Context: an optimization exercise on an open-source flow, tuned for small area, a short achievable clock period and few clock cycles per item. The choices shown serve that exercise and are no tape-out recipe.
In this exercise RTL edits were held to simulation tests only and were not proved equivalent to the original.
Power figures rest on the tool's default switching activity, not on a simulated workload.

## flow/design.v (module list and top-level ports; edited modules follow where they fit)
// module multiplier: 4431 lines
module multiplier(
    input clk,
    input logic valid_in,
    input logic[31:0] a,
    input logic[31:0] b,
    output logic valid_out,
    output logic[63:0] r
);
  // ...
==> flow/flow/run.sh <==
#!/bin/bash
# The standard layout, with Yosys's generic abc pass in synth's fine stage
# skipped (SYNTH_ARGS=-noabc) so that extract_fa maps the RTL's carry-save
# full adders to adder cells without inverters between them. Everything else,
# including the final abc mapping, is the standard flow.
set -euo pipefail
cd "$(dirname "$0")/.."
bash standard.sh SYNTH_ARGS=-noabc finish > standard_make.log 2>&1
==> flow/standard.sh <==
#!/bin/bash
# synth_recipe.tcl (not shown) runs the flow's synth.tcl, then flattens the netlist and writes it again
# the make line also repeats each setting of config.mk as NAME=value (left out here)
make -C /OpenROAD-flow-scripts/flow DESIGN_CONFIG=/design/flow/config.mk WORK_HOME=/design/flow/orfs CLKGATE_MAP_FILE= SYNTH_SCRIPT=/design/flow/synth_recipe.tcl "${@:-finish}"
==> flow/config.mk <==
export PLATFORM = sky130hd
export DESIGN_NAME = multiplier
export DESIGN_NICKNAME = multiplier
export VERILOG_FILES = /design/flow/design.v
export SDC_FILE = /design/flow/constraint.sdc
export NUM_CORES = 4
export LEC_CHECK = 0
export ABC_CLOCK_PERIOD_IN_PS = 3000
export CAP_MARGIN = 20
export CORE_MARGIN = 2
export CORE_UTILIZATION = 55
export SETUP_SLACK_MARGIN = 3.0
export SLEW_MARGIN = 20
==> flow/constraint.sdc <==
create_clock -name core_clock -period 8.0 [get_ports {clk}]
set_input_delay 1.6000 -clock core_clock [delete_from_list [all_inputs] [get_ports {clk}]]
set_output_delay 1.6000 -clock core_clock [all_outputs]
set_load 0.01 [all_outputs]
==> qor.txt, run 1 <==
status -> timing/DRC/antenna clean
Crit-path slowest cell -> fa_2
largest class -> multi-input combinational cells
startpoint types -> input port
Leak -> 0.01450 uW
max reg flops -> 64
met3 usage -> 19.31%
gr busiest metal -> met2
multi-input gates -> 2326
Biggest consumer -> combinational cells
worst setup margin -> 2542 ps
XOR/XNOR Fraction of Synth Area -> 17.28%
Via Count -> 26.93k
RSZ-0062 raised after global routing -> true
P_comb -> 13900 uW
Slew Viols, Final -> 0
CP Data Required Time -> 8230 ps
Worst Setup End Kind -> flip-flop
Internal Dissipation -> 8559 uW
post-synthesis mux area share -> 0%
Post-synth EDFFs -> 127
Post-Route WL -> 123000 um
Ports -> 131
DRT antenna net count -> 0
M1 GR Usage -> 56.72%
met1 WL -> 43620 um
Signal buffers -> 523
metal2 WL -> 51070 um
Starting Density -> 55.30%
Root Buffer -> clkbuf_16
Testbench counts, summed over its fixed seeds: cycles 16,000, items 16,000.
==> inputs of run 2 (changes only) <==
--- a/flow/config.mk
+++ b/flow/config.mk
@@ -10,4 +10,4 @@
 export CORE_MARGIN = 2
-export CORE_UTILIZATION = 55
-export SETUP_SLACK_MARGIN = 3.0
+export CORE_UTILIZATION = 60
+export SETUP_SLACK_MARGIN = 2.0
 export SLEW_MARGIN = 20
==> qor.txt, run 2 <==
CP peak stage delay -> 1050 ps (was 570 ps)
H-Tree Depth -> 4 (unchanged)
GRT Util Overall -> 43.28% (was 44.77%)
met3 usage -> 14.75% (was 19.31%)
row count -> 78 (was 82)
CTS buffer count -> 17 (unchanged)
first-pass GRT wire length -> 150900 um (was 170600 um)
Critical path origin -> b[13] (was a[28])
TritonCTS Sinks -> 127 (unchanged)
most used cell, CP -> fa_1 (was fa_2)
Cell Pwr Density -> 473.9 nW/um^2 (was 437.6 nW/um^2)
setup TNS -> 0 ps (unchanged)
critical path arrival -> 6230 ps (was 5690 ps)
combinational group share of total power -> 80.6% (was 83.0%)
grt met2 use -> 62.23% (was 64.05%)
Ports -> 131 (unchanged)
Synth top area share -> 33.97% (unchanged)
Worst Setup End Kind -> flip-flop (unchanged)
fin crit period -> 6018 ps (was 5458 ps)
Main synth FF type -> edfxtp_1 (unchanged)
M1 GR Usage -> 58.87% (was 56.72%)
deepest clock path buffer count -> 2 (unchanged)
antenna violations before repair -> 2 (was 3)
Post-synth EDFFs -> 127 (unchanged)
initial DRC count -> 3719 (was 4053)
final setup violation count -> 0 (unchanged)
largest fanout on the critical path -> 11 (was 7)
Post-synth ARST share -> 0% (unchanged)
post-synthesis cell type count -> 66 (unchanged)
Starting Density -> 60.77% (was 55.30%)
Die X -> 218.4 um (was 227.9 um)
Clock power frac -> 5.4% (was 4.7%)
fmax -> 166.2 MHz (was 183.2 MHz)
Overflow after GRT -> 0 (unchanged)
CP Data Required Time -> 8210 ps (was 8230 ps)
Worst-Margin Slew -> 1234 ps (was 967.7 ps)
Slew Viols, Final -> 0 (unchanged)
Crit-path slowest cell -> clkdlybuf4s50_1 (was fa_2)
critical-path cell list -> clkdlybuf4s50_1 -> xnor2_1 -> o22ai_1 -> fa_1 -> fa_1 -> fa_1 -> fa_1 -> fa_1 -> fa_1 (was buf_8 -> ha_4 -> nor2b_4 -> buf_6 -> buf_12 -> buf_12 -> xor2_4 -> a22oi_2 -> fa_1 -> inv_2 -> fa_1 -> fa_2 -> fa_2 -> fa_2 -> fa_2)
most common cell after layout, fill and taps aside -> xnor2_1 (was o22ai_1)
die span in y -> 218.4 um (was 227.9 um)
sw power -> 7062 uW (was 8147 uW)
gr busiest metal -> met2 (unchanged)
Avg Inst Size Synth -> 9.824 um^2 (unchanged)
register area share after synthesis -> 13.83% (unchanged)
Leak -> 0.01158 uW (was 0.01450 uW)
Internal Dissipation -> 7530 uW (was 8559 uW)
Seq cells post-synth -> 127 (unchanged)
Synthesis Warnings -> 1 (unchanged)
number of global-route vias before repair -> 24.05k (was 26.39k)
Post-Route WL -> 102000 um (was 123000 um)
drt via density -> 6.941 (was 7.063)
most frequent cells in the layout -> xnor2_1, fa_1, o22ai_1 (was o22ai_1, xnor2_1, fa_1)
biggest regs -> xr: 64 flops, yr: 63 flops (unchanged)
final hold violation count -> 0 (unchanged)
CTS tree -> done (unchanged)
crit path to -> yr[35]$_DFFE_PP_ (was yr[38]$_DFFE_PP_)
clock-pin slew on the worst setup and hold paths -> 80 ps (was 70 ps)
wire per inst -> 29.51 um (was 32.26 um)
drt first pass iters -> 8 (was 9)
Synth area leader -> fa_1 (unchanged)
DR DRC count -> 0 (unchanged)
nets -> 3508 (was 3790)
commonest cells in the netlist -> xnor2_1, fa_1, o22ai_1 (unchanged)
Worst VDD drop -> 0.5955 mV (was 0.6051 mV)
cell depth of the worst hold path -> 1 (unchanged)
CORE AREA -> 45380 um^2 (was 49860 um^2)
Pwr Total -> 14590 uW (was 16710 uW)
Layout area overhead -> 11.66% (was 38.43%)
startpoint types -> input port (unchanged)
hold_buf cts -> 0 (unchanged)
layout cell share with drive strength beyond 1 -> 9.034% (was 38.66%)
hold crit path type -> in -> reg (unchanged)
RSZ-0062 raised after global routing -> true (unchanged)
DRT antenna net count -> 0 (unchanged)
most frequent cell after synthesis -> xnor2_1 (unchanged)
Post-Syn Instances -> 2807 (unchanged)
dpl ws -> 1172 ps (was 1243 ps)
worst setup margin -> 1982 ps (was 2542 ps)
Root Buffer -> clkbuf_16 (unchanged)
I/O Buffers -> 129 (unchanged)
largest cells by area after synthesis -> fa_1, xnor2_1, edfxtp_1 (unchanged)
crit path kind -> in -> reg (unchanged)
Sw Share -> 48.40% (was 48.77%)
Sequential Power Share -> 14.0% (was 12.3%)
Post-Syn Nets -> 3472 (unchanged)
placed wire-length estimate -> 79240 um (was 81940 um)
max reg flops -> 64 (unchanged)
Tcrit/Tclk final -> 75.22% (was 68.23%)
Via Count -> 24.00k (was 26.93k)
Die Area -> 47690 um^2 (was 51950 um^2)
RePlAce Congestion -> 1.022 (was 1.035)
Synth Cell Area -> 27580 um^2 (unchanged)
max_slew headroom -> 17.59% (was 35.49%)
most flop-heavy register -> xr (unchanged)
max-cap viol count -> 0 (unchanged)
status -> timing/DRC/antenna clean (unchanged)
largest net degree at the start of global routing -> 83 (was 92)
## run 2: cell counts after synthesis
No cell type changed its count.
## run 2: cell families (layout without fill, tap and decap cells)
| group | after synthesis | in the layout | synth area share [%] |
|---|---|---|---|
| adder cells (fa/ha/maj) | 599 | 599 | 39.92 |
| flip-flops | 127 | 127 | 13.83 |
| buffers and inverters | 355 | 404 | 4.896 |
| AND/OR/NAND/NOR | 399 | 399 | 6.379 |
| AO/OA/AOI/OAI | 782 | 782 | 17.69 |
| XOR/XNOR | 544 | 544 | 17.28 |
| other | 1 | 3 | 0.01360 |
## run 2: layer usage
layer  up-vias  routed length (um)
met4         4                5700
met1     11714               38420
met2      1933               42640
met3       370               15090
met5         -                 192
li1       9981                   -
## run 2: metrics by stage
stage / instances / utilization [%] / cell area, um^2 / hold WS [ps]
final: 3458 / 67.85 / 30790 / 1567
after global routing: 3456 / 67.84 / 30790 / 1586
after CTS: 3434 / 66.86 / 30340 / 1550
after detailed placement: 3391 / 65.04 / 29520 / 2062
after global placement: 3391 / 65.02 / 29510 / 2064
after floorplan: 2807 / - / 27580 / 1699
## run 2: final cells by class
| cell class | instances | area (um^2) |
|---|---|---|
| Sequential cell | 127 | 3814 |
| Antenna cell | 2 | 5.005 |
| Clock inverter | 15 | 137.6 |
| Clock buffer | 17 | 425.4 |
| Timing Repair inverter | 6 | 45.04 |
| Timing Repair Buffer | 261 | 2350 |
| Multi-Input combinational cell | 2325 | 22660 |
| Fill cell | 3587 | 14590 |
| Inverter | 105 | 604.3 |
| Tap cell | 600 | 750.7 |
## run 2: power by group through the flow
stage	registers, uW	clock network, uW	logic, uW
after detailed placement	2010	0	11400
after global placement	2020	0	11000
after global routing	2050	824	13000
final	2040	793	11800
after floorplan	1830	0	7370
after CTS	2000	802	11600
## run 2: timing repair
item / 4_1_cts / 5_1_grt
pin swaps: 1 / 2
setup buffers: 9 / 18
gates cloned: 2 / 4
gates resized for setup: 37 / 60
endpoints found under the setup margin: 60 / 56
hold endpoints to repair: 0 / 0
## run 2: worst max-delay path: cells and delay by family
kind	cells	cell delay [ps]
AO/OA/AOI/OAI	1	160
XOR/XNOR	1	590
adder cells (fa/ha/maj)	6	2820
buffers and inverters	1	1050
## run 2: worst min path at each step
stage | start | end
floorplan | a[1] | xr[0]$_DFFE_PP_
global placement | a[1] | xr[0]$_DFFE_PP_
detailed placement | a[1] | xr[0]$_DFFE_PP_
CTS | a[1] | xr[0]$_DFFE_PP_
global route | a[1] | xr[0]$_DFFE_PP_
finish | a[1] | xr[0]$_DFFE_PP_
==> inputs of run 3 (changes only) <==
--- a/flow/config.mk
+++ b/flow/config.mk
@@ -7,3 +7,2 @@
 export LEC_CHECK = 0
-export ABC_CLOCK_PERIOD_IN_PS = 3000
 export CAP_MARGIN = 20
==> qor.txt, run 3 <==
critical path's top delay family -> adder cells (unchanged)
setup TNS -> 0 ps (unchanged)
antenna violations before repair -> 2 (unchanged)
Seq cells post-synth -> 127 (unchanged)
post-layout util -> 67.85% (unchanged)
status -> timing/DRC/antenna clean (unchanged)
Avg Inst Size Synth -> 9.824 um^2 (unchanged)
Synthesis Warnings -> 1 (unchanged)
first-pass GRT wire length -> 150900 um (unchanged)
TritonCTS Sinks -> 127 (unchanged)
most flop-heavy register -> xr (unchanged)
commonest cells in the netlist -> xnor2_1, fa_1, o22ai_1 (unchanged)
Layout area overhead -> 11.66% (unchanged)
CP peak stage delay -> 1050 ps (about the same)
critical path arrival -> 6230 ps (about the same)
max_slew headroom -> 17.59% (unchanged)
largest net degree at the start of global routing -> 83 (unchanged)
Slew Viols, Final -> 0 (unchanged)
Synth area leader -> fa_1 (unchanged)
Worst Setup End Kind -> flip-flop (unchanged)
post-synthesis cell type count -> 66 (unchanged)
hold_buf cts -> 0 (unchanged)
Synth Area in Compound Gates -> 17.69% (unchanged)
Critical path origin -> b[13] (unchanged)
clock-pin slew on the worst setup and hold paths -> 80 ps (about the same)
Post-Route WL -> 102000 um (unchanged)
DRT antenna net count -> 0 (unchanged)
most common cell after layout, fill and taps aside -> xnor2_1 (unchanged)
Overflow after GRT -> 0 (unchanged)
layout cell share with drive strength beyond 1 -> 9.034% (unchanged)
XOR/XNOR Fraction of Synth Area -> 17.28% (unchanged)
Via Count -> 24.00k (unchanged)
Ports -> 131 (unchanged)
Main synth FF type -> edfxtp_1 (unchanged)
Synth Cell Area -> 27580 um^2 (unchanged)
Worst VDD drop -> 0.5955 mV (unchanged)
CTS tree -> done (unchanged)
biggest regs -> xr: 64 flops, yr: 63 flops (unchanged)
register area share after synthesis -> 13.83% (unchanged)
Worst-Margin Slew -> 1234 ps (unchanged)
row count -> 78 (unchanged)
max-cap viol count -> 0 (unchanged)
largest family of logic cells by synthesized area -> adder cells (unchanged)
max reg flops -> 64 (unchanged)
Die Area -> 47690 um^2 (unchanged)
placed wire-length estimate -> 79240 um (unchanged)
Root Buffer -> clkbuf_16 (unchanged)
H-Tree Depth -> 4 (unchanged)
critical-path cell list -> clkdlybuf4s50_1 -> xnor2_1 -> o22ai_1 -> fa_1 -> fa_1 -> fa_1 -> fa_1 -> fa_1 -> fa_1 (unchanged)
largest cells by area after synthesis -> fa_1, xnor2_1, edfxtp_1 (unchanged)
largest fanout on the critical path -> 11 (unchanged)
Post-synth ARST share -> 0% (unchanged)
Leak -> 0.01158 uW (unchanged)
DR DRC count -> 0 (unchanged)
Post-synth EDFFs -> 127 (unchanged)
crit path to -> yr[35]$_DFFE_PP_ (unchanged)
post-synthesis mux area share -> 0% (unchanged)
final setup violation count -> 0 (unchanged)
crit path kind -> in -> reg (unchanged)
placed inst area -> 29520 um^2 (unchanged)
wire per inst -> 29.51 um (unchanged)
Tcrit/Tclk final -> 75.22% (unchanged)
final hold violation count -> 0 (unchanged)
GRT Util Overall -> 43.28% (unchanged)
deepest clock path buffer count -> 2 (unchanged)
Post-Syn Nets -> 3472 (unchanged)
most frequent cells in the layout -> xnor2_1, fa_1, o22ai_1 (unchanged)
hold crit path type -> in -> reg (unchanged)
Synth top area share -> 33.97% (unchanged)
most frequent cell after synthesis -> xnor2_1 (unchanged)
Post-Syn Instances -> 2807 (unchanged)
initial DRC count -> 3719 (unchanged)
simple-gate share of the synthesized area -> 6.379% (unchanged)
drt via density -> 6.941 (unchanged)
drt first pass iters -> 8 (unchanged)
die span in y -> 218.4 um (unchanged)
Starting Density -> 60.77% (unchanged)
Cell Pwr Density -> 473.9 nW/um^2 (unchanged)
fmax -> 166.2 MHz (unchanged)
Crit. path cell count -> 9 (unchanged)
Synth Area in Adders -> 39.92% (unchanged)
Fillers -> 3587 (unchanged)
cell area after layout -> 30790 um^2 (unchanged)
I/O Buffers -> 129 (unchanged)
number of global-route vias before repair -> 24.05k (unchanged)
startpoint types -> input port (unchanged)
hold slack -> 1567 ps (unchanged)
CORE AREA -> 45380 um^2 (unchanged)
Crit-path slowest cell -> clkdlybuf4s50_1 (unchanged)
CP Data Required Time -> 8210 ps (about the same)
RSZ-0062 raised after global routing -> true (unchanged)
nets -> 3508 (unchanged)
Die X -> 218.4 um (unchanged)
most used cell, CP -> fa_1 (unchanged)
fin crit period -> 6018 ps (unchanged)
RePlAce Congestion -> 1.022 (unchanged)
CTS buffer count -> 17 (unchanged)
Buf/Inv on CP -> 1 (unchanged)
[run 3: cell counts after synthesis]
Identical to the previous run, type by type.
[run 3: worst min-delay path by stage]
stage | start | endpoint | depth (start not counted) | slack, ps
6_report | a[1] | xr[0]$_DFFE_PP_ | 1 | 1570
3_5_place_dp | a[1] | xr[0]$_DFFE_PP_ | 1 | 2060
5_1_grt | a[1] | xr[0]$_DFFE_PP_ | 1 | 1590
3_3_place_gp | a[1] | xr[0]$_DFFE_PP_ | 1 | 2060
2_1_floorplan | a[1] | xr[0]$_DFFE_PP_ | 0 | 1700
4_1_cts | a[1] | xr[0]$_DFFE_PP_ | 1 | 1550
[run 3: area by class of cell]
type / instances / area [um^2] / area share [%]
timing repair inverter: 6 / 45.04 / 0.1463
multi-input combinational: 2325 / 22660 / 73.59
tap: 600 / 750.7 / 2.438
antenna: 2 / 5.005 / 0.01625
timing repair buffer: 261 / 2350 / 7.631
clock buffer: 17 / 425.4 / 1.382
sequential: 127 / 3814 / 12.39
inverter: 105 / 604.3 / 1.963
clock inverter: 15 / 137.6 / 0.4470
[run 3: cells by family after synthesis]
family / Yosys count
AO/OA/AOI/OAI: 782
XOR/XNOR: 544
adder cells (fa/ha/maj): 599
buffers and inverters: 355
flip-flops: 127
other: 1
AND/OR/NAND/NOR: 399
[run 3: metal layers]
| layer | share of wire (%) | global-route usage (%) | vias to the layer above |
|---|---|---|---|
| met4 | 5.6 | 20.52 | 4 |
| li1 | - | - | 9981 |
| met1 | 38 | 58.87 | 11714 |
| met2 | 42 | 62.23 | 1933 |
| met3 | 15 | 14.75 | 370 |
| met5 | 0.19 | 0 | - |
[run 3: power breakdown]
part | switching (uW) | leakage [uW] | internal, uW
combinational | 6420 | 0.0101 | 5340
clock | 364 | 0.000272 | 430
sequential | 278 | 0.00124 | 1760
[run 3: stage by stage]
stage	cells	setup WS, ps	total power (uW)
floorplan	2807	2033	9197
global placement	3391	1191	13060
detailed placement	3391	1172	13460
CTS	3434	2006	14360
global route	3456	1957	15850
finish	3458	1982	14590
[run 3: what timing repair did]
action	CTS	global route
pin swaps	1	2
gates resized for setup	37	60
cloned	2	4
endpoints found under the setup margin	60	56
setup buffers	9	18
==> inputs of run 4 (changes only) <==
--- a/flow/config.mk
+++ b/flow/config.mk
@@ -7,2 +7,3 @@
 export LEC_CHECK = 0
+export ABC_AREA = 1
 export CAP_MARGIN = 20
==> qor.txt, run 4 <==
Root Buffer -> clkbuf_16 (unchanged)
Post-synth EDFFs -> 127 (unchanged)
met3 usage -> 15.65% (was 14.75%)
Post-Syn Nets -> 4105 (was 3472)
critical path arrival -> 6190 ps (was 6230 ps)
die span in y -> 226.4 um (was 218.4 um)
H-Tree Depth -> 4 (unchanged)
CP Data Required Time -> 8200 ps (was 8210 ps)
hold slack -> 1594 ps (was 1567 ps)
Tcrit/Tclk final -> 74.96% (was 75.22%)
Worst-Margin Slew -> 996.9 ps (was 1234 ps)
biggest regs -> xr: 64 flops, yr: 63 flops (unchanged)
setup TNS -> 0 ps (unchanged)
first-pass GRT wire length -> 166000 um (was 150900 um)
largest net degree at the start of global routing -> 67 (was 83)
I/O Buffers -> 129 (unchanged)
final hold violation count -> 0 (unchanged)
DRT antenna net count -> 0 (unchanged)
startpoint types -> input port (unchanged)
largest cells by area after synthesis -> fa_1, edfxtp_1, o22ai_1 (was fa_1, xnor2_1, edfxtp_1)
Cell Pwr Density -> 508.7 nW/um^2 (was 473.9 nW/um^2)
Via Count -> 27.36k (was 24.00k)
Synth area leader -> fa_1 (unchanged)
Die X -> 226.4 um (was 218.4 um)
Synth top area share -> 31.56% (was 33.97%)
placed wire-length estimate -> 90120 um (was 79240 um)
Slew Viols, Final -> 0 (unchanged)
hold_buf cts -> 0 (unchanged)
largest fanout on the critical path -> 15 (was 11)
gr busiest metal -> met2 (unchanged)
GRT Util Overall -> 44.84% (was 43.28%)
CTS buffer count -> 17 (unchanged)
final setup violation count -> 0 (unchanged)
Post-synth ARST share -> 0% (unchanged)
Worst VDD drop -> 0.4460 mV (was 0.5955 mV)
row count -> 81 (was 78)
post-synthesis cell type count -> 31 (was 66)
register area share after synthesis -> 12.85% (was 13.83%)
Die Area -> 51280 um^2 (was 47690 um^2)
wire per inst -> 26.85 um (was 29.51 um)
grt met2 use -> 66.76% (was 62.23%)
drt first pass iters -> 9 (was 8)
Synth Cell Area -> 29690 um^2 (was 27580 um^2)
Main synth FF type -> edfxtp_1 (unchanged)
CORE AREA -> 48850 um^2 (was 45380 um^2)
Worst Setup End Kind -> flip-flop (unchanged)
Overflow after GRT -> 0 (unchanged)
Clock power frac -> 4.8% (was 5.4%)
RSZ-0062 raised after global routing -> true (unchanged)
Post-Route WL -> 113900 um (was 102000 um)
Starting Density -> 60.78% (was 60.77%)
drt via density -> 6.454 (was 6.941)
Sequential Area -> 3814 um^2 (unchanged)
commonest cells in the netlist -> nand2_1, o22ai_1, fa_1 (was xnor2_1, fa_1, o22ai_1)
M1 GR Usage -> 56.47% (was 58.87%)
CTS tree -> done (unchanged)
TritonCTS Sinks -> 127 (unchanged)
layout cell share with drive strength beyond 1 -> 8.870% (was 9.034%)
nets -> 4227 (was 3508)
most frequent cell after synthesis -> nand2_1 (was xnor2_1)
most frequent cells in the layout -> nand2_1, o22ai_1, fa_1 (was xnor2_1, fa_1, o22ai_1)
DR DRC count -> 0 (unchanged)
most common cell after layout, fill and taps aside -> nand2_1 (was xnor2_1)
max_slew headroom -> 33.33% (was 17.59%)
crit path kind -> in -> reg (unchanged)
Leak -> 0.01480 uW (was 0.01158 uW)
max reg flops -> 64 (unchanged)
Avg Inst Size Synth -> 8.630 um^2 (was 9.824 um^2)
deepest clock path buffer count -> 2 (unchanged)
Layout area overhead -> 11.40% (was 11.66%)
antenna violations before repair -> 5 (was 2)
most flop-heavy register -> xr (unchanged)
status -> timing/DRC/antenna clean (unchanged)
combinational group share of total power -> 83.1% (was 80.6%)
max-cap viol count -> 0 (unchanged)
RePlAce Congestion -> 1.043 (was 1.022)
hold crit path type -> in -> reg (unchanged)
fmax -> 166.7 MHz (was 166.2 MHz)
Internal Dissipation -> 8084 uW (was 7530 uW)
Synthesis Warnings -> 1 (unchanged)
Sw Share -> 51.95% (was 48.40%)
number of global-route vias before repair -> 26.60k (was 24.05k)
Fillers -> 4054 (was 3587)
Post-Syn Instances -> 3440 (was 2807)
fin crit period -> 5997 ps (was 6018 ps)
clock-pin slew on the worst setup and hold paths -> 60 ps (was 80 ps)
Sequential Power Share -> 12.1% (was 14.0%)
Ports -> 131 (unchanged)
initial DRC count -> 3622 (was 3719)
Seq cells post-synth -> 127 (unchanged)
Multi-input gate area -> 23340 um^2 (was 22660 um^2)
sw power -> 8739 uW (was 7062 uW)
run 4: changes by cell type after synthesis, moves of 57 or more:
cell,previous run,this run
xor2_1,43,313
inv_1,93,434
o22ai_1,460,525
buf_1,75,3
xnor2_1,501,212
a21oi_1,102,45
nand2_1,187,671
clkbuf_1,163,92
o21ai_0,98,27
run 4: area by class of cell:
| class | instances | area share (%) |
|---|---|---|
| timing repair inverter | 1 | 0.02270 |
| clock buffer | 17 | 1.286 |
| clock inverter | 14 | 0.5410 |
| sequential | 127 | 11.53 |
| antenna | 2 | 0.01513 |
| tap | 664 | 2.512 |
| timing repair buffer | 291 | 8.043 |
| multi-input combinational | 2658 | 70.59 |
| inverter | 466 | 5.459 |
run 4: worst max-delay path, stage by stage:
cell and delay [ps]:
clkdlybuf4s50_1 670, inv_2 560, xor2_1 300, o22ai_1 180
fa_1 500, fa_1 550, fa_1 460, fa_1 410
fa_1 550, fa_1 410
run 4: logic make-up after synthesis:
kind of cell / count (synthesis) / synth area share (%)
AO/OA/AOI/OAI: 618 / 12.67
XOR/XNOR: 525 / 15.49
AND/OR/NAND/NOR: 909 / 12.60
adder cells (fa/ha/maj): 599 / 37.08
buffers and inverters: 661 / 9.301
flip-flops: 127 / 12.85
other: 1 / 0.01263
run 4: power groups by stage:
stage               combinational, uW  sequential, uW  clock (uW)
floorplan                        8210            1910           0
global placement                12900            2010           0
detailed placement              13400            2020           0
CTS                             13500            2010         824
global route                    15200            2050         847
finish                          14000            2030         814
run 4: worst paths after layout:
kind | startpoint | endpoint | slack [ps] | cells after the start
max | b[16] | yr[33]$_DFFE_PP_ | 2000 | 10
min | a[1] | xr[0]$_DFFE_PP_ | 1590 | 1
run 4: routing by layer:
metal  wire length [um]  vias to the layer above
li1                   -                    11566
met3              16490                      559
met4               9074                        2
met5                 13                        -
met2              48010                     2203
met1              40260                    13033
run 4: timing repair:
action                     CTS  global route
gates cloned                 5             2
pin swaps                   10            11
gates resized for setup      8            53
buffers inserted            13            60
setup endpoints to repair   38            47
run 4: metrics by stage:
stage	setup WS (ps)	util (%)	instances	total power, uW	instance area (um^2)
detailed placement	1210	64.61	4127	15440	31560
CTS	1995	66.24	4176	16360	32360
finish	2003	67.70	4240	16820	33070
global placement	1309	64.61	4127	14880	31560
global route	1964	67.69	4238	18140	33070
floorplan	2299	-	3440	10110	29690
==> inputs of run 5 (changes only) <==
--- a/flow/config.mk
+++ b/flow/config.mk
@@ -7,3 +7,3 @@
 export LEC_CHECK = 0
-export ABC_AREA = 1
+export ABC_CLOCK_PERIOD_IN_PS = 3000
 export CAP_MARGIN = 20
@@ -11,3 +11,4 @@
 export CORE_UTILIZATION = 60
-export SETUP_SLACK_MARGIN = 2.0
+export SETUP_SLACK_MARGIN = 2.5
 export SLEW_MARGIN = 20
+export TNS_END_PERCENT = 0
==> qor.txt, run 5 <==
Avg Inst Size Synth -> 9.824 um^2 (was 8.630 um^2)
CP Data Required Time -> 8210 ps (was 8200 ps)
Synthesis Warnings -> 1 (unchanged)
startpoint types -> input port (unchanged)
Layout area overhead -> 16.29% (was 11.40%)
Post-Syn Nets -> 3472 (was 4105)
max_slew headroom -> 10.35% (was 33.33%)
setup TNS -> 0 ps (unchanged)
clock-pin slew on the worst setup and hold paths -> 80 ps (was 60 ps)
highest metal layer with signal wires -> met5 (unchanged)
most flop-heavy register -> xr (unchanged)
H-Tree Depth -> 4 (unchanged)
layout cell share with drive strength beyond 1 -> 15.02% (was 8.870%)
commonest cells in the netlist -> xnor2_1, fa_1, o22ai_1 (was nand2_1, o22ai_1, fa_1)
RSZ-0062 raised after global routing -> true (unchanged)
wire per inst -> 30.11 um (was 26.85 um)
CTS tree -> done (unchanged)
Sequential Power Share -> 13.5% (was 12.1%)
Synth area leader -> fa_1 (unchanged)
Die Area -> 47690 um^2 (was 51280 um^2)
fmax -> 169.4 MHz (was 166.7 MHz)
Post-synth ARST share -> 0% (unchanged)
Synth top area share -> 33.97% (was 31.56%)
met3 routed WL -> 15390 um (was 16490 um)
first-pass GRT wire length -> 151300 um (was 166000 um)
register area share after synthesis -> 13.83% (was 12.85%)
max reg flops -> 64 (unchanged)
drt via density -> 7.033 (was 6.454)
most frequent cells in the layout -> xnor2_1, o22ai_1, fa_1 (was nand2_1, o22ai_1, fa_1)
Root Buffer -> clkbuf_16 (unchanged)
met1 WL -> 39350 um (was 40260 um)
fin crit period -> 5902 ps (was 5997 ps)
cell depth of the worst hold path -> 1 (unchanged)
metal2 WL -> 43330 um (was 48010 um)
hold crit path type -> in -> reg (unchanged)
Worst VDD drop -> 0.5813 mV (was 0.4460 mV)
Pwr Total -> 15050 uW (was 16820 uW)
drt first pass iters -> 7 (was 9)
Overflow after GRT -> 0 (unchanged)
placed wire-length estimate -> 79100 um (was 90120 um)
critical path arrival -> 6110 ps (was 6190 ps)
Seq cells post-synth -> 127 (unchanged)
most frequent cell after synthesis -> xnor2_1 (was nand2_1)
Main synth FF type -> edfxtp_1 (unchanged)
Post-Route WL -> 105000 um (was 113900 um)
Leak -> 0.01210 uW (was 0.01480 uW)
CTS buffer count -> 17 (unchanged)
I/O Buffers -> 129 (unchanged)
Post-Syn Instances -> 2807 (was 3440)
Synth Cell Area -> 27580 um^2 (was 29690 um^2)
Tcrit/Tclk final -> 73.77% (was 74.96%)
post-synthesis cell type count -> 66 (was 31)
final hold violation count -> 0 (unchanged)
RePlAce Congestion -> 1.018 (was 1.043)
most common cell after layout, fill and taps aside -> xnor2_1 (was nand2_1)
initial DRC count -> 3585 (was 3622)
largest net degree at the start of global routing -> 82 (was 67)
sw power -> 7269 uW (was 8739 uW)
CORE AREA -> 45380 um^2 (was 48850 um^2)
max-cap viol count -> 0 (unchanged)
Crit-path slowest cell -> dlygate4sd2_1 (was clkdlybuf4s50_1)
Starting Density -> 60.77% (was 60.78%)
DRT antenna net count -> 0 (unchanged)
TritonCTS Sinks -> 127 (unchanged)
die span in y -> 218.4 um (was 226.4 um)
CP peak stage delay -> 1100 ps (was 670 ps)
critical-path cell list -> dlygate4sd2_1 -> xnor2_1 -> o22ai_1 -> fa_2 -> fa_1 -> fa_2 -> fa_2 -> fa_1 -> fa_1 (was clkdlybuf4s50_1 -> inv_2 -> xor2_1 -> o22ai_1 -> fa_1 -> fa_1 -> fa_1 -> fa_1 -> fa_1 -> fa_1)
Die X -> 218.4 um (was 226.4 um)
nets -> 3535 (was 4227)
final setup violation count -> 0 (unchanged)
GRT Util Overall -> 43.66% (was 44.84%)
biggest regs -> xr: 64 flops, yr: 63 flops (unchanged)
Post-synth EDFFs -> 127 (unchanged)
Worst-Margin Slew -> 1345 ps (was 996.9 ps)
WHS Endpoint -> xr[0]$_DFFE_PP_ (unchanged)
Worst Setup End Kind -> flip-flop (unchanged)
row count -> 78 (was 81)
Critical path origin -> b[26] (was b[16])
crit path kind -> in -> reg (unchanged)
largest cells by area after synthesis -> fa_1, xnor2_1, edfxtp_1 (was fa_1, edfxtp_1, o22ai_1)
Internal Dissipation -> 7785 uW (was 8084 uW)
worst hold path startpoint -> a[1] (unchanged)
combinational group share of total power -> 80.8% (was 83.1%)
status -> timing/DRC/antenna clean (unchanged)
Slew Viols, Final -> 0 (unchanged)
largest fanout on the critical path -> 11 (was 15)
Cell Pwr Density -> 469.4 nW/um^2 (was 508.7 nW/um^2)
Via Count -> 24.52k (was 27.36k)
number of global-route vias before repair -> 24.23k (was 26.60k)
DR DRC count -> 0 (unchanged)
Ports -> 131 (unchanged)
Clock power frac -> 5.7% (was 4.8%)
antenna violations before repair -> 4 (was 5)
post-layout util -> 70.67% (was 67.70%)
Sw Share -> 48.29% (was 51.95%)
deepest clock path buffer count -> 2 (unchanged)
-- run 5: cell types whose count changed in the layout (fill, tap and decap cells not counted), moves of 25 or more --
| cell | previous run | this run |
|---|---|---|
| xnor2_2 | 0 | 43 |
| o21ai_0 | 25 | 94 |
| a21oi_1 | 45 | 85 |
| xnor2_1 | 212 | 456 |
| xor2_1 | 312 | 37 |
| inv_1 | 425 | 82 |
| clkdlybuf4s50_1 | 126 | 76 |
| fa_2 | 1 | 35 |
| fa_1 | 467 | 433 |
| a21o_1 | 0 | 25 |
| dlygate4sd2_1 | 0 | 25 |
| nand2_1 | 664 | 186 |
| o22ai_1 | 521 | 437 |
-- run 5: layout make-up --
cell class | count | area, um^2
timing repair inverter | 11 | 102.6
antenna | 3 | 7.507
sequential | 127 | 3814
clock inverter | 14 | 171.4
inverter | 105 | 668.1
tap | 600 | 750.7
clock buffer | 18 | 429.2
timing repair buffer | 283 | 2616
fill | 3373 | 13310
multi-input combinational | 2325 | 23510
-- run 5: cell families after synthesis --
logic type,share of synthesized area (%)
other cells,0.01360
simple gates,6.379
compound gates,17.69
xor+xnor,17.28
flops,13.83
buf+inv,4.896
fa+ha+maj,39.92
-- run 5: worst max-delay path by stage --
stage / cells past startpoint / endpoint
after floorplan: 12 / yr[31]$_DFFE_PP_
after CTS: 12 / yr[34]$_DFFE_PP_
final: 9 / yr[30]$_DFFE_PP_
after global placement: 10 / yr[42]$_DFFE_PP_
after detailed placement: 11 / yr[42]$_DFFE_PP_
after global routing: 9 / yr[30]$_DFFE_PP_
-- run 5: what timing repair did --
item	CTS	global route
hold buffers	0	0
gates cloned	9	3
setup endpoints to repair	117	93
pin swaps	19	32
setup buffers	34	17
gates resized for setup	194	124
-- run 5: power by group through the flow --
stage	Clock, uW	Combinational (uW)	Sequential [uW]
after global placement	0	11100	2010
after global routing	893	13300	2040
after CTS	864	11800	2000
final	863	12200	2030
after floorplan	0	7420	1830
after detailed placement	0	11500	2010
-- run 5: stage by stage --
step | cell area [um^2] | setup WS, ps | hold slack [ps] | std cells
2_1_floorplan | 27910 | 2463 | 1699 | 2807
3_3_place_gp | 29520 | 1137 | 2067 | 3387
3_5_place_dp | 29510 | 1033 | 2069 | 3387
4_1_cts | 31220 | 2323 | 1562 | 3462
5_1_grt | 32060 | 2172 | 1592 | 3483
6_report | 32070 | 2098 | 1594 | 3486
-- run 5: critical path, delay by kind of cell --
family	cells	cell delay, ps
compound gates	1	320
xor+xnor	1	240
fa+ha+maj	6	2850
buf+inv	1	1100
-- run 5: layer usage --
metal  vias to the layer above  GRT usage, %
li1                      10041             -
met1                     11983         58.19
met2                      2023         61.97
met3                       465         15.95
met4                         4         23.58
met5                         -             0
==> inputs of run 6 (changes only) <==
--- a/flow/config.mk
+++ b/flow/config.mk
@@ -10,5 +10,4 @@
 export CORE_MARGIN = 2
-export CORE_UTILIZATION = 60
+export CORE_UTILIZATION = 50
 export SETUP_SLACK_MARGIN = 2.5
 export SLEW_MARGIN = 20
-export TNS_END_PERCENT = 0
==> qor.txt, run 6 <==
most frequent cell after synthesis -> xnor2_1 (unchanged)
Synthesis Warnings -> 1 (unchanged)
Tcrit/Tclk final -> 70.25% (was 73.77%)
die span in y -> 238.8 um (was 218.4 um)
layout cell share with drive strength beyond 1 -> 19.96% (was 15.02%)
Worst-Margin Slew -> 985.8 ps (was 1345 ps)
I/O Buffers -> 129 (unchanged)
fmax -> 177.9 MHz (was 169.4 MHz)
CTS tree -> done (unchanged)
DRT antenna net count -> 0 (unchanged)
Worst VDD drop -> 0.4299 mV (was 0.5813 mV)
placed wire-length estimate -> 83260 um (was 79100 um)
final setup violation count -> 0 (unchanged)
Slew Viols, Final -> 0 (unchanged)
Post-Route WL -> 111600 um (was 105000 um)
largest fanout on the critical path -> 7 (was 11)
crit path kind -> in -> reg (unchanged)
largest cells by area after synthesis -> fa_1, xnor2_1, edfxtp_1 (unchanged)
status -> timing/DRC/antenna clean (unchanged)
RSZ-0062 raised after global routing -> true (unchanged)
drt via density -> 6.700 (was 7.033)
Ports -> 131 (unchanged)
Root Buffer -> clkbuf_16 (unchanged)
Die Area -> 57050 um^2 (was 47690 um^2)
deepest clock path buffer count -> 2 (unchanged)
nets -> 3613 (was 3535)
Post-Syn Nets -> 3472 (unchanged)
hold_buf cts -> 0 (unchanged)
setup TNS -> 0 ps (unchanged)
first-pass GRT wire length -> 161300 um (was 151300 um)
drt first pass iters -> 7 (unchanged)
crit path to -> yr[32]$_DFFE_PP_ (was yr[30]$_DFFE_PP_)
GRT Util Overall -> 39.09% (was 43.66%)
Fillers -> 4661 (was 3373)
most common cell after layout, fill and taps aside -> xnor2_1 (unchanged)
Layout area overhead -> 20.35% (was 16.29%)
largest net degree at the start of global routing -> 70 (was 82)
combinational group share of total power -> 81.6% (was 80.8%)
critical path arrival -> 5840 ps (was 6110 ps)
cell area after layout -> 33190 um^2 (was 32070 um^2)
DR DRC count -> 0 (unchanged)
most frequent cells in the layout -> xnor2_1, o22ai_1, fa_1 (unchanged)
hold crit path type -> in -> reg (unchanged)
antenna violations before repair -> 6 (was 4)
TritonCTS Sinks -> 127 (unchanged)
Post-synth ARST share -> 0% (unchanged)
Critical path origin -> a[29] (was b[26])
clock-pin slew on the worst setup and hold paths -> 80 ps (about the same)
max-cap viol count -> 0 (unchanged)
Seq cells post-synth -> 127 (unchanged)
placed inst area -> 29790 um^2 (was 29510 um^2)
CORE AREA -> 54770 um^2 (was 45380 um^2)
Synth Cell Area -> 27580 um^2 (unchanged)
max_slew headroom -> 34.28% (was 10.35%)
max reg flops -> 64 (unchanged)
Post-synth EDFFs -> 127 (unchanged)
Sw Share -> 48.64% (was 48.29%)
commonest cells in the netlist -> xnor2_1, fa_1, o22ai_1 (unchanged)
Die X -> 238.8 um (was 218.4 um)
Post-Syn Instances -> 2807 (unchanged)
H-Tree Depth -> 4 (unchanged)
most flop-heavy register -> xr (unchanged)
number of global-route vias before repair -> 24.63k (was 24.23k)
Synth top area share -> 33.97% (unchanged)
Sequential Power Share -> 13.4% (was 13.5%)
post-synthesis cell type count -> 66 (unchanged)
fin crit period -> 5620 ps (was 5902 ps)
biggest regs -> xr: 64 flops, yr: 63 flops (unchanged)
Synth area leader -> fa_1 (unchanged)
Worst Setup End Kind -> flip-flop (unchanged)
register area share after synthesis -> 13.83% (unchanged)
startpoint types -> input port (unchanged)
Via Count -> 24.56k (was 24.52k)
Cell Pwr Density -> 464.3 nW/um^2 (was 469.4 nW/um^2)
initial DRC count -> 2931 (was 3585)
wire per inst -> 30.44 um (was 30.11 um)
final hold violation count -> 0 (unchanged)
hold slack -> 1410 ps (was 1594 ps)
Leak -> 0.01254 uW (was 0.01210 uW)
row count -> 86 (was 78)
sw power -> 7495 uW (was 7269 uW)
Avg Inst Size Synth -> 9.824 um^2 (unchanged)
Internal Dissipation -> 7915 uW (was 7785 uW)
Starting Density -> 50.35% (was 60.77%)
Main synth FF type -> edfxtp_1 (unchanged)
RePlAce Congestion -> 1.008 (was 1.018)
Overflow after GRT -> 0 (unchanged)
Clock power frac -> 5.0% (was 5.7%)
CTS buffer count -> 17 (unchanged)
CP Data Required Time -> 8220 ps (was 8210 ps)
[run 6: timing repair]
| action | 4_1_cts | 5_1_grt |
|---|---|---|
| endpoints found under the hold margin | 0 | 0 |
| setup endpoints to repair | 116 | 77 |
| resized for setup | 271 | 220 |
| setup buffers | 80 | 36 |
| pin swaps | 31 | 65 |
| cloned | 13 | 5 |
[run 6: worst min-delay path by stage]
stage,cells past startpoint,startpoint,slack [ps],end
after floorplan,0,a[1],1700,xr[0]$_DFFE_PP_
after global placement,1,valid_in,2000,xr[40]$_DFFE_PP_
after detailed placement,1,valid_in,2000,xr[40]$_DFFE_PP_
after CTS,1,a[1],1460,xr[0]$_DFFE_PP_
after global routing,1,a[1],1430,xr[0]$_DFFE_PP_
final,1,a[1],1410,xr[0]$_DFFE_PP_
[run 6: power groups by stage]
| stage | logic (uW) | clock network [uW] | registers [uW] |
|---|---|---|---|
| global placement | 11400 | 0 | 2040 |
| CTS | 12100 | 781 | 2030 |
| global route | 13700 | 803 | 2070 |
| floorplan | 7450 | 0 | 1830 |
| detailed placement | 11700 | 0 | 2040 |
| finish | 12600 | 770 | 2070 |
[run 6: cell families (layout without fill, tap and decap cells)]
family / Yosys count / count (layout) / share of synthesized area, %
flops: 127 / 127 / 13.83
compound gates: 782 / 784 / 17.69
simple gates: 399 / 399 / 6.379
other cells: 1 / 2 / 0.01360
fa+ha+maj: 599 / 599 / 39.92
buf+inv: 355 / 507 / 4.896
xor+xnor: 544 / 544 / 17.28
[run 6: through the flow]
stage          cells  util, %  worst slack [ps]  power [uW]
2_1_floorplan   2807        -              2463        9273
3_5_place_dp    3499    54.39              1133       13760
5_1_grt         3665    60.59              2352       16620
4_1_cts         3624    58.47              2374       14900
3_3_place_gp    3498    54.38              1190       13450
6_report        3666    60.60              2380       15410
[run 6: worst max-delay path, stage by stage]
cell and delay [ps]:
clkbuf_4 150, ha_4 180, nor2b_4 280, clkbuf_16 240, xnor2_1 100, o22ai_1 290
fa_1 510, fa_1 520, fa_1 520, fa_2 380, fa_1 550, fa_2 490
[run 6: layer usage]
layer / global-route usage (%) / wire (um) / vias up
li1: - / - / 10202
met4: 18.73 / 5990 / 12
met3: 12.48 / 13890 / 372
met1: 52.92 / 44030 / 12283
met2: 56.84 / 47580 / 1693
met5: 0 / 96 / -
[run 6: cell type report]
| class | instances | area [um^2] | share of cell area (%) |
|---|---|---|---|
| clock inverters | 13 | 105.1 | 0.3167 |
| diodes | 1 | 2.502 | 0.007540 |
| repair buffers | 356 | 3206 | 9.659 |
| inverters | 105 | 648.1 | 1.953 |
| well taps | 704 | 880.8 | 2.654 |
| multi-input cells | 2327 | 23960 | 72.18 |
| flip-flops and latches | 127 | 3814 | 11.49 |
| clock buffers | 19 | 432.9 | 1.304 |
| repair inverters | 14 | 143.9 | 0.4336 |
==> inputs of run 7 (changes only) <==
==> flow/flow/run.sh (replaced) <==
#!/bin/bash
# The standard layout, with two changes to how it is made:
# - Yosys's generic abc pass in synth's fine stage is skipped (SYNTH_ARGS=-noabc)
#   so that extract_fa maps the RTL's carry-save full adders to adder cells
#   without inverters between them; the final abc mapping is unchanged.
# - every input and output port is still buffered, but with sky130_fd_sc_hd__buf_2
#   instead of the slow delay buffer buffer_ports picks by default.
set -euo pipefail
cd "$(dirname "$0")/.."
bash standard.sh SYNTH_ARGS=-noabc "BUFFER_PORTS_ARGS=-buffer_cell sky130_fd_sc_hd__buf_2" finish > standard_make.log 2>&1
--- a/flow/config.mk
+++ b/flow/config.mk
@@ -10,4 +10,4 @@
 export CORE_MARGIN = 2
-export CORE_UTILIZATION = 50
-export SETUP_SLACK_MARGIN = 2.5
+export CORE_UTILIZATION = 60
+export SETUP_SLACK_MARGIN = 2.0
 export SLEW_MARGIN = 20
==> qor.txt, run 7 <==
clock-pin slew on the worst setup and hold paths -> 70 ps (was 80 ps)
final setup violation count -> 0 (unchanged)
most common cell after layout, fill and taps aside -> xnor2_1 (unchanged)
I/O Buffers -> 129 (unchanged)
CTS buffer count -> 17 (unchanged)
critical-path cell list -> buf_2 -> ha_1 -> nand2b_1 -> inv_6 -> xnor2_1 -> o22ai_1 -> fa_1 -> fa_1 -> fa_1 -> fa_1 -> fa_1 -> fa_1 (was clkbuf_4 -> ha_4 -> nor2b_4 -> clkbuf_16 -> xnor2_1 -> o22ai_1 -> fa_1 -> fa_1 -> fa_1 -> fa_2 -> fa_1 -> fa_2)
Starting Density -> 60.77% (was 50.35%)
nets -> 3442 (was 3613)
setup TNS -> 0 ps (unchanged)
Synthesis Warnings -> 1 (unchanged)
DRT antenna net count -> 0 (unchanged)
number of global-route vias before repair -> 23.67k (was 24.63k)
layout cell share with drive strength beyond 1 -> 10.11% (was 19.96%)
critical path's top delay family -> adder cells (unchanged)
Via Count -> 23.79k (was 24.56k)
fmax -> 166.6 MHz (was 177.9 MHz)
Die X -> 218.4 um (was 238.8 um)
Post-synth EDFFs -> 127 (unchanged)
placed wire-length estimate -> 78760 um (was 83260 um)
deepest clock path buffer count -> 2 (unchanged)
Crit-path slowest cell -> fa_1 (unchanged)
Post-synth ARST share -> 0% (unchanged)
largest family of logic cells by synthesized area -> adder cells (unchanged)
post-cts sizing count -> 2 (was 271)
Synth Area in Compound Gates -> 17.69% (unchanged)
most flop-heavy register -> xr (unchanged)
Synth area leader -> fa_1 (unchanged)
status -> timing/DRC/antenna clean (unchanged)
Post-Route WL -> 101500 um (was 111600 um)
RSZ-0062 raised after global routing -> true (unchanged)
Synth Area in Adders -> 39.92% (unchanged)
hold crit path type -> in -> reg (unchanged)
ant diodes -> 0 (was 1)
Fillers -> 3787 (was 4661)
Slew Viols, Final -> 0 (unchanged)
Overflow after GRT -> 0 (unchanged)
post-synthesis mux area share -> 0% (unchanged)
simple-gate share of the synthesized area -> 6.379% (unchanged)
Worst VDD drop -> 0.5817 mV (was 0.4299 mV)
startpoint types -> input port (unchanged)
post-synthesis cell type count -> 66 (unchanged)
max_slew headroom -> 19.12% (was 34.28%)
most used cell, CP -> fa_1 (unchanged)
Tcrit/Tclk final -> 75.02% (was 70.25%)
Post-Syn Nets -> 3472 (unchanged)
TritonCTS Sinks -> 127 (unchanged)
Synth Cell Area -> 27580 um^2 (unchanged)
Avg Inst Size Synth -> 9.824 um^2 (unchanged)
Worst-Margin Slew -> 1213 ps (was 985.8 ps)
DR DRC count -> 0 (unchanged)
hold_buf cts -> 0 (unchanged)
Ports -> 131 (unchanged)
drt first pass iters -> 6 (was 7)
largest net degree at the start of global routing -> 72 (was 70)
register area share after synthesis -> 13.83% (unchanged)
CP Data Required Time -> 8200 ps (was 8220 ps)
Buf/Inv on CP -> 2 (unchanged)
first-pass GRT wire length -> 150500 um (was 161300 um)
Layout area overhead -> 6.048% (was 20.35%)
Worst Setup End Kind -> flip-flop (unchanged)
Synth top area share -> 33.97% (unchanged)
most frequent cell after synthesis -> xnor2_1 (unchanged)
row count -> 78 (was 86)
Seq cells post-synth -> 127 (unchanged)
largest cells by area after synthesis -> fa_1, xnor2_1, edfxtp_1 (unchanged)
critical path arrival -> 6200 ps (was 5840 ps)
Non-Filler Instances -> 3389 (was 3666)
GRT Util Overall -> 43.33% (was 39.09%)
drt via density -> 7.021 (was 6.700)
RePlAce Congestion -> 1.043 (was 1.008)
CTS tree -> done (unchanged)
post-layout util -> 64.44% (was 60.60%)
Root Buffer -> clkbuf_16 (unchanged)
fin crit period -> 6002 ps (was 5620 ps)
CP peak stage delay -> 550 ps (about the same)
max reg flops -> 64 (unchanged)
XOR/XNOR Fraction of Synth Area -> 17.28% (unchanged)
max-cap viol count -> 0 (unchanged)
hold slack -> 1434 ps (was 1410 ps)
worst setup margin -> 1998 ps (was 2380 ps)
Die Area -> 47690 um^2 (was 57050 um^2)
dpl ws -> 1391 ps (was 1133 ps)
die span in y -> 218.4 um (was 238.8 um)
Main synth FF type -> edfxtp_1 (unchanged)
H-Tree Depth -> 4 (unchanged)
initial DRC count -> 3462 (was 2931)
wire per inst -> 29.95 um (was 30.44 um)
CORE AREA -> 45380 um^2 (was 54770 um^2)
Cell Pwr Density -> 477.2 nW/um^2 (was 464.3 nW/um^2)
Leak -> 0.01108 uW (was 0.01254 uW)
commonest cells in the netlist -> xnor2_1, fa_1, o22ai_1 (unchanged)
antenna violations before repair -> 5 (was 6)
largest fanout on the critical path -> 26 (was 7)
crit path kind -> in -> reg (unchanged)
placed instance count -> 3357 (was 3499)
Post-Syn Instances -> 2807 (unchanged)
most frequent cells in the layout -> xnor2_1, fa_1, o22ai_1 (was xnor2_1, o22ai_1, fa_1)
biggest regs -> xr: 64 flops, yr: 63 flops (unchanged)
final hold violation count -> 0 (unchanged)
post-CTS setup buffer count -> 0 (was 80)
[run 7: cell counts after synthesis]
No cell type changed its count.
[run 7: final cells by class]
type | count | area [um^2] | area share (%)
Clock inverter | 12 | 136.4 | 0.4664
Clock buffer | 19 | 432.9 | 1.480
Tap cell | 600 | 750.7 | 2.567
Multi-Input combinational cell | 2325 | 22510 | 76.97
Timing Repair Buffer | 201 | 1196 | 4.090
Sequential cell | 127 | 3814 | 13.04
Inverter | 105 | 404.1 | 1.382
[run 7: cells by family (layout without fill, tap and decap cells)]
group	Yosys count	in the layout
xor gates and xnor gates	544	544
adders and majority gates	599	599
other	1	1
and+or+nand+nor	399	399
DFF	127	127
AOI/OAI and AO/OA	782	782
buffers and inverters	355	337
[run 7: metrics by stage]
step                      cell area (um^2)  total power (uW)
after floorplan                      27580              9197
after global placement               28630             12510
after detailed placement             28630             12880
after CTS                            29200             13730
after global routing                 29240             15100
final                                29240             13960
[run 7: per-layer routing]
metal  vias up  share of wire (%)  GRT usage, %
met5         -              0.067             0
met3       353                 15         16.08
met4        10                5.3         20.05
met1     11720                 38         58.43
met2      1876                 42         62.04
li1       9835                  -             -
[run 7: final timing paths]
| kind | from | endpoint | slack, ps | cells after the start |
|---|---|---|---|---|
| worst max-delay path | a[15] | yr[39]$_DFFE_PP_ | 2000 | 12 |
| worst min-delay path | a[1] | xr[0]$_DFFE_PP_ | 1430 | 1 |
[run 7: power breakdown]
part           internal, uW  switching, uW
Sequential             1760            246
Combinational          4690           6450
Clock                   458            345
Total                  6910           7050
==> inputs of run 8 (changes only) <==
==> flow/flow/run.sh (replaced) <==
#!/bin/bash
# The standard layout, with two changes to how it is made:
# - Yosys's generic abc pass in synth's fine stage is skipped (SYNTH_ARGS=-noabc)
#   so that extract_fa maps the RTL's carry-save full adders to adder cells
#   without inverters between them; the final abc mapping is unchanged.
# - every input and output port is still buffered, but with sky130_fd_sc_hd__buf_4
#   instead of the slow delay buffer buffer_ports picks by default.
set -euo pipefail
cd "$(dirname "$0")/.."
bash standard.sh SYNTH_ARGS=-noabc "BUFFER_PORTS_ARGS=-buffer_cell sky130_fd_sc_hd__buf_4" finish > standard_make.log 2>&1
--- a/flow/config.mk
+++ b/flow/config.mk
@@ -11,3 +11,3 @@
 export CORE_UTILIZATION = 60
-export SETUP_SLACK_MARGIN = 2.0
+export SETUP_SLACK_MARGIN = 3.0
 export SLEW_MARGIN = 20
==> qor.txt, run 8 <==
Slew Viols, Final -> 0 (unchanged)
Leak -> 0.01360 uW (was 0.01108 uW)
biggest regs -> xr: 64 flops, yr: 63 flops (unchanged)
Starting Density -> 60.77% (unchanged)
Post-synth EDFFs -> 127 (unchanged)
Synth Cell Area -> 27580 um^2 (unchanged)
CORE AREA -> 45380 um^2 (unchanged)
max reg flops -> 64 (unchanged)
CTS tree -> done (unchanged)
RSZ-0062 raised after global routing -> true (unchanged)
Layout area overhead -> 30.97% (was 6.048%)
Cell Pwr Density -> 448.3 nW/um^2 (was 477.2 nW/um^2)
Seq cells post-synth -> 127 (unchanged)
Crit-path slowest cell -> fa_2 (was fa_1)
gr busiest metal -> met2 (unchanged)
M1 GR Usage -> 59.87% (was 58.43%)
register area share after synthesis -> 13.83% (unchanged)
Avg Inst Size Synth -> 9.824 um^2 (unchanged)
grt met2 use -> 66.36% (was 62.04%)
crit path kind -> in -> reg (unchanged)
drt via density -> 7.313 (was 7.021)
I/O Buffers -> 129 (unchanged)
Main synth FF type -> edfxtp_1 (unchanged)
deepest clock path buffer count -> 2 (unchanged)
WHS Endpoint -> xr[0]$_DFFE_PP_ (unchanged)
Via Count -> 26.40k (was 23.79k)
most used cell, CP -> fa_2 (was fa_1)
cell depth of the worst hold path -> 1 (unchanged)
initial DRC count -> 3863 (was 3462)
DR DRC count -> 0 (unchanged)
most flop-heavy register -> xr (unchanged)
nets -> 3661 (was 3442)
Post-Route WL -> 116400 um (was 101500 um)
most frequent cell after synthesis -> xnor2_1 (unchanged)
Synth top area share -> 33.97% (unchanged)
first-pass GRT wire length -> 160900 um (was 150500 um)
commonest cells in the netlist -> xnor2_1, fa_1, o22ai_1 (unchanged)
H-Tree Depth -> 4 (unchanged)
number of global-route vias before repair -> 25.53k (was 23.67k)
setup TNS -> 0 ps (unchanged)
startpoint types -> input port (unchanged)
most common cell after layout, fill and taps aside -> o22ai_1 (was xnor2_1)
most frequent cells in the layout -> o22ai_1, xnor2_1, fa_1 (was xnor2_1, fa_1, o22ai_1)
Worst-Margin Slew -> 1165 ps (was 1213 ps)
layout cell share with drive strength beyond 1 -> 35.13% (was 10.11%)
drt first pass iters -> 14 (was 6)
met3 usage -> 19.37% (was 16.08%)
critical path arrival -> 5540 ps (was 6200 ps)
CP peak stage delay -> 570 ps (was 550 ps)
fin crit period -> 5291 ps (was 6002 ps)
TritonCTS Sinks -> 127 (unchanged)
Post-Syn Nets -> 3472 (unchanged)
Post-Syn Instances -> 2807 (unchanged)
Critical path origin -> a[7] (was a[15])
Post-synth ARST share -> 0% (unchanged)
hold_buf cts -> 0 (unchanged)
die span in y -> 218.4 um (unchanged)
Worst VDD drop -> 0.6992 mV (was 0.5817 mV)
Synth area leader -> fa_1 (unchanged)
wire per inst -> 32.24 um (was 29.95 um)
clock-pin slew on the worst setup and hold paths -> 70 ps (about the same)
max-cap viol count -> 0 (unchanged)
CP Data Required Time -> 8250 ps (was 8200 ps)
placed wire-length estimate -> 75470 um (was 78760 um)
Worst Setup End Kind -> flip-flop (unchanged)
antenna violations before repair -> 4 (was 5)
GRT Util Overall -> 46.52% (was 43.33%)
largest fanout on the critical path -> 13 (was 26)
dpl ws -> 1592 ps (was 1391 ps)
Tcrit/Tclk final -> 66.14% (was 75.02%)
Synthesis Warnings -> 1 (unchanged)
largest cells by area after synthesis -> fa_1, xnor2_1, edfxtp_1 (unchanged)
row count -> 78 (unchanged)
worst hold path startpoint -> a[1] (unchanged)
DRT antenna net count -> 0 (unchanged)
Root Buffer -> clkbuf_16 (unchanged)
final setup violation count -> 0 (unchanged)
Die Area -> 47690 um^2 (unchanged)
fmax -> 189.0 MHz (was 166.6 MHz)
largest net degree at the start of global routing -> 75 (was 72)
critical-path cell list -> buf_4 -> ha_4 -> nand2b_4 -> inv_16 -> buf_4 -> xnor2_2 -> o22ai_1 -> fa_1 -> fa_2 -> fa_2 -> fa_2 -> fa_2 -> fa_2 (was buf_2 -> ha_1 -> nand2b_1 -> inv_6 -> xnor2_1 -> o22ai_1 -> fa_1 -> fa_1 -> fa_1 -> fa_1 -> fa_1 -> fa_1)
post-synthesis cell type count -> 66 (unchanged)
max_slew headroom -> 22.35% (was 19.12%)
final hold violation count -> 0 (unchanged)
Overflow after GRT -> 0 (unchanged)
Die X -> 218.4 um (unchanged)
worst setup margin -> 2709 ps (was 1998 ps)
hold crit path type -> in -> reg (unchanged)
CTS buffer count -> 17 (unchanged)
RePlAce Congestion -> 1.047 (was 1.043)
status -> timing/DRC/antenna clean (unchanged)
Ports -> 131 (unchanged)
## run 8: repair_timing
item	4_1_cts	5_1_grt
buffers inserted	137	84
setup endpoints to repair	127	94
resized for setup	317	380
pin swaps	86	118
cloned	24	5
## run 8: worst max path at each step
stage	to	slack [ps]	cells after the start
finish	yr[40]$_DFFE_PP_	2710	13
global route	r[51]	2670	12
CTS	yr[38]$_DFFE_PP_	2770	14
detailed placement	yr[35]$_DFFE_PP_	1590	12
global placement	yr[35]$_DFFE_PP_	1610	12
floorplan	yr[38]$_DFFE_PP_	2500	13
## run 8: final cells by class
| class | instances | area (um^2) |
|---|---|---|
| Inverter | 105 | 656.9 |
| Antenna cell | 1 | 2.502 |
| Tap cell | 600 | 750.7 |
| Timing Repair inverter | 24 | 322.8 |
| Timing Repair Buffer | 396 | 3787 |
| Clock buffer | 17 | 425.4 |
| Multi-Input combinational cell | 2325 | 26180 |
| Sequential cell | 127 | 3814 |
| Clock inverter | 15 | 181.4 |
| Fill cell | 2723 | 9264 |
## run 8: kinds of logic after synthesis
kind of cell    after synthesis  share of synthesized area (%)
simple gates                399                          6.379
xor+xnor                    544                          17.28
flops                       127                          13.83
buf+inv                     355                          4.896
fa+ha+maj                   599                          39.92
compound gates              782                          17.69
other cells                   1                        0.01360
## run 8: power by group
| group | switching [uW] | internal, uW | total (uW) |
|---|---|---|---|
| registers | 307 | 1760 | 2070 |
| logic | 7160 | 6100 | 13300 |
| clock network | 370 | 492 | 862 |
## run 8: through the flow
stage	area [um^2]	hold WS (ps)	util [%]	power (uW)	cells
after floorplan	29190	1699	-	9503	2807
after global placement	29660	2132	65.36	13030	3327
after detailed placement	29660	2137	65.36	13460	3327
after CTS	33260	1509	73.30	14960	3520
after global routing	36110	1540	79.58	17280	3609
final	36120	1534	79.59	16190	3610
## run 8: worst max-delay path: cells and delay by family
family	cells	cell delay [ps]
compound gates	1	220
xor+xnor	1	220
fa+ha+maj	7	2930
simple gates	1	180
buf+inv	3	370
## run 8: metal layers
| metal | part of all wire, % | wire length, um |
|---|---|---|
| met1 | 35 | 40230 |
| met4 | 7.5 | 8720 |
| met2 | 42 | 48740 |
| met3 | 16 | 18390 |
| met5 | 0.26 | 299 |
==> inputs of run 9 (changes only) <==
--- a/flow/config.mk
+++ b/flow/config.mk
@@ -11,3 +11,3 @@
 export CORE_UTILIZATION = 60
-export SETUP_SLACK_MARGIN = 3.0
+export SETUP_SLACK_MARGIN = 2.75
 export SLEW_MARGIN = 20
==> qor.txt, run 9 <==
status -> timing/DRC/antenna clean (unchanged)
Layout area overhead -> 17.96% (was 30.97%)
I/O Buffers -> 129 (unchanged)
Synth Cell Area -> 27580 um^2 (unchanged)
largest cells by area after synthesis -> fa_1, xnor2_1, edfxtp_1 (unchanged)
Leak -> 0.01230 uW (was 0.01360 uW)
Synth top area share -> 33.97% (unchanged)
register area share after synthesis -> 13.83% (unchanged)
largest fanout on the critical path -> 12 (was 13)
CTS buffer count -> 17 (unchanged)
drt via density -> 7.141 (was 7.313)
Ports -> 131 (unchanged)
most flop-heavy register -> xr (unchanged)
post-synthesis cell type count -> 66 (unchanged)
initial DRC count -> 3803 (was 3863)
post-layout util -> 71.68% (was 79.59%)
Post-synth ARST share -> 0% (unchanged)
Main synth FF type -> edfxtp_1 (unchanged)
DR DRC count -> 0 (unchanged)
Tcrit/Tclk final -> 66.81% (was 66.14%)
most frequent cell after synthesis -> xnor2_1 (unchanged)
Multi-input gate area -> 24020 um^2 (was 26180 um^2)
Via Count -> 24.95k (was 26.40k)
RePlAce Congestion -> 1.024 (was 1.047)
Seq cells post-synth -> 127 (unchanged)
critical path arrival -> 5570 ps (was 5540 ps)
DRT antenna net count -> 0 (unchanged)
layout cell share with drive strength beyond 1 -> 21.84% (was 35.13%)
die span in y -> 218.4 um (unchanged)
max-cap viol count -> 0 (unchanged)
Die X -> 218.4 um (unchanged)
CP Data Required Time -> 8220 ps (was 8250 ps)
hold crit path type -> in -> reg (unchanged)
Synth area leader -> fa_1 (unchanged)
row count -> 78 (unchanged)
max reg flops -> 64 (unchanged)
Post-synth EDFFs -> 127 (unchanged)
most common cell after layout, fill and taps aside -> xnor2_1 (was o22ai_1)
drt first pass iters -> 7 (was 14)
placed wire-length estimate -> 76830 um (was 75470 um)
wire per inst -> 30.80 um (was 32.24 um)
TritonCTS Sinks -> 127 (unchanged)
hold_buf cts -> 0 (unchanged)
Worst Setup End Kind -> flip-flop (unchanged)
Post-Route WL -> 107600 um (was 116400 um)
Overflow after GRT -> 0 (unchanged)
final setup violation count -> 0 (unchanged)
ant diodes -> 0 (was 1)
Synthesis Warnings -> 1 (unchanged)
setup TNS -> 0 ps (unchanged)
RSZ-0062 raised after global routing -> true (unchanged)
cell area after layout -> 32530 um^2 (was 36120 um^2)
Starting Density -> 60.77% (unchanged)
clock-pin slew on the worst setup and hold paths -> 80 ps (was 70 ps)
Worst VDD drop -> 0.5947 mV (was 0.6992 mV)
largest net degree at the start of global routing -> 74 (was 75)
deepest clock path buffer count -> 2 (unchanged)
first-pass GRT wire length -> 153800 um (was 160900 um)
Slew Viols, Final -> 0 (unchanged)
Root Buffer -> clkbuf_16 (unchanged)
Worst-Margin Slew -> 1031 ps (was 1165 ps)
placed inst area -> 29420 um^2 (was 29660 um^2)
final hold violation count -> 0 (unchanged)
biggest regs -> xr: 64 flops, yr: 63 flops (unchanged)
worst setup margin -> 2655 ps (was 2709 ps)
antenna violations before repair -> 1 (was 4)
fin crit period -> 5345 ps (was 5291 ps)
nets -> 3546 (was 3661)
GRT Util Overall -> 44.54% (was 46.52%)
Post-Syn Instances -> 2807 (unchanged)
Post-Syn Nets -> 3472 (unchanged)
number of global-route vias before repair -> 24.28k (was 25.53k)
Cell Pwr Density -> 468.6 nW/um^2 (was 448.3 nW/um^2)
startpoint types -> input port (unchanged)
fmax -> 187.1 MHz (was 189.0 MHz)
Sequential Area -> 3814 um^2 (unchanged)
Die Area -> 47690 um^2 (unchanged)
max_slew headroom -> 31.29% (was 22.35%)
CTS tree -> done (unchanged)
most frequent cells in the layout -> xnor2_1, o22ai_1, fa_1 (was o22ai_1, xnor2_1, fa_1)
Avg Inst Size Synth -> 9.824 um^2 (unchanged)
commonest cells in the netlist -> xnor2_1, fa_1, o22ai_1 (unchanged)
Fillers -> 3357 (was 2723)
H-Tree Depth -> 4 (unchanged)
dpl ws -> 1518 ps (was 1592 ps)
CORE AREA -> 45380 um^2 (unchanged)
crit path kind -> in -> reg (unchanged)
==> run 9: cell counts after synthesis <==
Identical to the previous run, type by type.
==> run 9: cell type report <==
class	count	area share [%]
Sequential cell	127	11.72
Inverter	105	1.958
Clock buffer	17	1.308
Timing Repair Buffer	288	7.962
Tap cell	600	2.308
Multi-Input combinational cell	2326	73.83
Clock inverter	15	0.4808
Timing Repair inverter	16	0.4308
==> run 9: worst paths after layout <==
kind	start	to	cells past startpoint
setup / recovery	a[7]	yr[41]$_DFFE_PP_	12
hold / removal	a[1]	xr[0]$_DFFE_PP_	1
==> run 9: kinds of logic after synthesis <==
logic type / after synthesis / share of synthesized area [%]
xor+xnor: 544 / 17.28
compound gates: 782 / 17.69
flops: 127 / 13.83
simple gates: 399 / 6.379
buf+inv: 355 / 4.896
other cells: 1 / 0.01360
fa+ha+maj: 599 / 39.92
==> run 9: critical path, cell delays in order <==
cell	delay, ps
buf_4	140
ha_2	350
clkinvlp_4	250
o21ai_0	150
nand2_1	70
o21ai_0	240
ha_1	350
fa_2	540
fa_2	460
fa_2	360
fa_2	550
fa_1	490
==> run 9: repair_timing <==
| action | in CTS | in global routing |
|---|---|---|
| endpoints found under the setup margin | 102 | 70 |
| setup buffers | 57 | 46 |
| gates resized for setup | 119 | 144 |
| cloned | 14 | 7 |
| pin swaps | 5 | 45 |
==> run 9: per-stage QoR <==
step                total power [uW]  std cells  hold slack (ps)
floorplan                       9424       2807             1699
global placement               13270       3338             2136
detailed placement             13640       3338             2139
CTS                            14710       3441             1477
global route                   16270       3494             1504
finish                         15240       3494             1521
==> run 9: metal layers <==
| metal | vias up | wire (um) | GRT usage (%) |
|---|---|---|---|
| met5 | - | 13 | 0 |
| met4 | 2 | 7158 | 21.88 |
| met3 | 537 | 16480 | 15.99 |
| met2 | 2267 | 44110 | 63.10 |
| met1 | 12046 | 39860 | 60.52 |
| li1 | 10098 | - | - |
==> run 9: power breakdown <==
group	total, uW	switching [uW]	internal, uW
combinational	12400	6910	5540
clock	804	387	417
sequential	2000	238	1760

==> separate check: timing with driven ports <==
No port has a modelled driver above. Below, the same layouts with a new extraction and two added sets of constraints. Step 1, drivers: a clkbuf_16 drives clk and a buf_2 each remaining input, both assumed. Step 2 moves the port delays by t, midway between the first and last clock arrival at a register: inputs arrive t later, outputs are due t later. That takes back most of the time a late clock gives input paths. Three values: ideal ports, drivers, drivers and shift; two values: the first two.
| run | t, ns | slack for setup (ns) | hold slack, ns | latest minus earliest clock arrival (ns) |
|---|---|---|---|---|
| run 1 | 0.561 | 2.542 / 2.556 / 1.995 | 1.437 / 1.509 / 2.070 | 0.030 / 0.030 |
| run 2 | 0.530 | 1.982 / 2.013 / 1.483 | 1.567 / 1.526 / 2.056 | 0.018 / 0.018 |
| run 3 | 0.530 | 1.982 / 2.013 / 1.483 | 1.567 / 1.526 / 2.056 | 0.018 / 0.018 |
| run 4 | 0.516 | 2.003 / 2.036 / 1.520 | 1.594 / 1.555 / 2.071 | 0.012 / 0.012 |
| run 5 | 0.530 | 2.098 / 2.144 / 1.615 | 1.594 / 1.550 / 2.080 | 0.028 / 0.029 |
| run 6 | 0.552 | 2.380 / 2.418 / 1.866 | 1.410 / 1.386 / 1.938 | 0.019 / 0.019 |
| run 7 | 0.533 | 1.998 / 2.039 / 1.506 | 1.434 / 1.389 / 1.922 | 0.020 / 0.020 |
| run 8 | 0.559 | 2.709 / 2.678 / 2.118 | 1.534 / 1.551 / 2.110 | 0.022 / 0.021 |
| run 9 | 0.556 | 2.655 / 2.617 / 2.061 | 1.521 / 1.541 / 2.097 | 0.016 / 0.016 |
After both steps setup and hold are still met in every run listed. For run 9, which loses most, drivers alone change the setup slack by -0.038 ns; drivers and shift together by -0.594 ns.
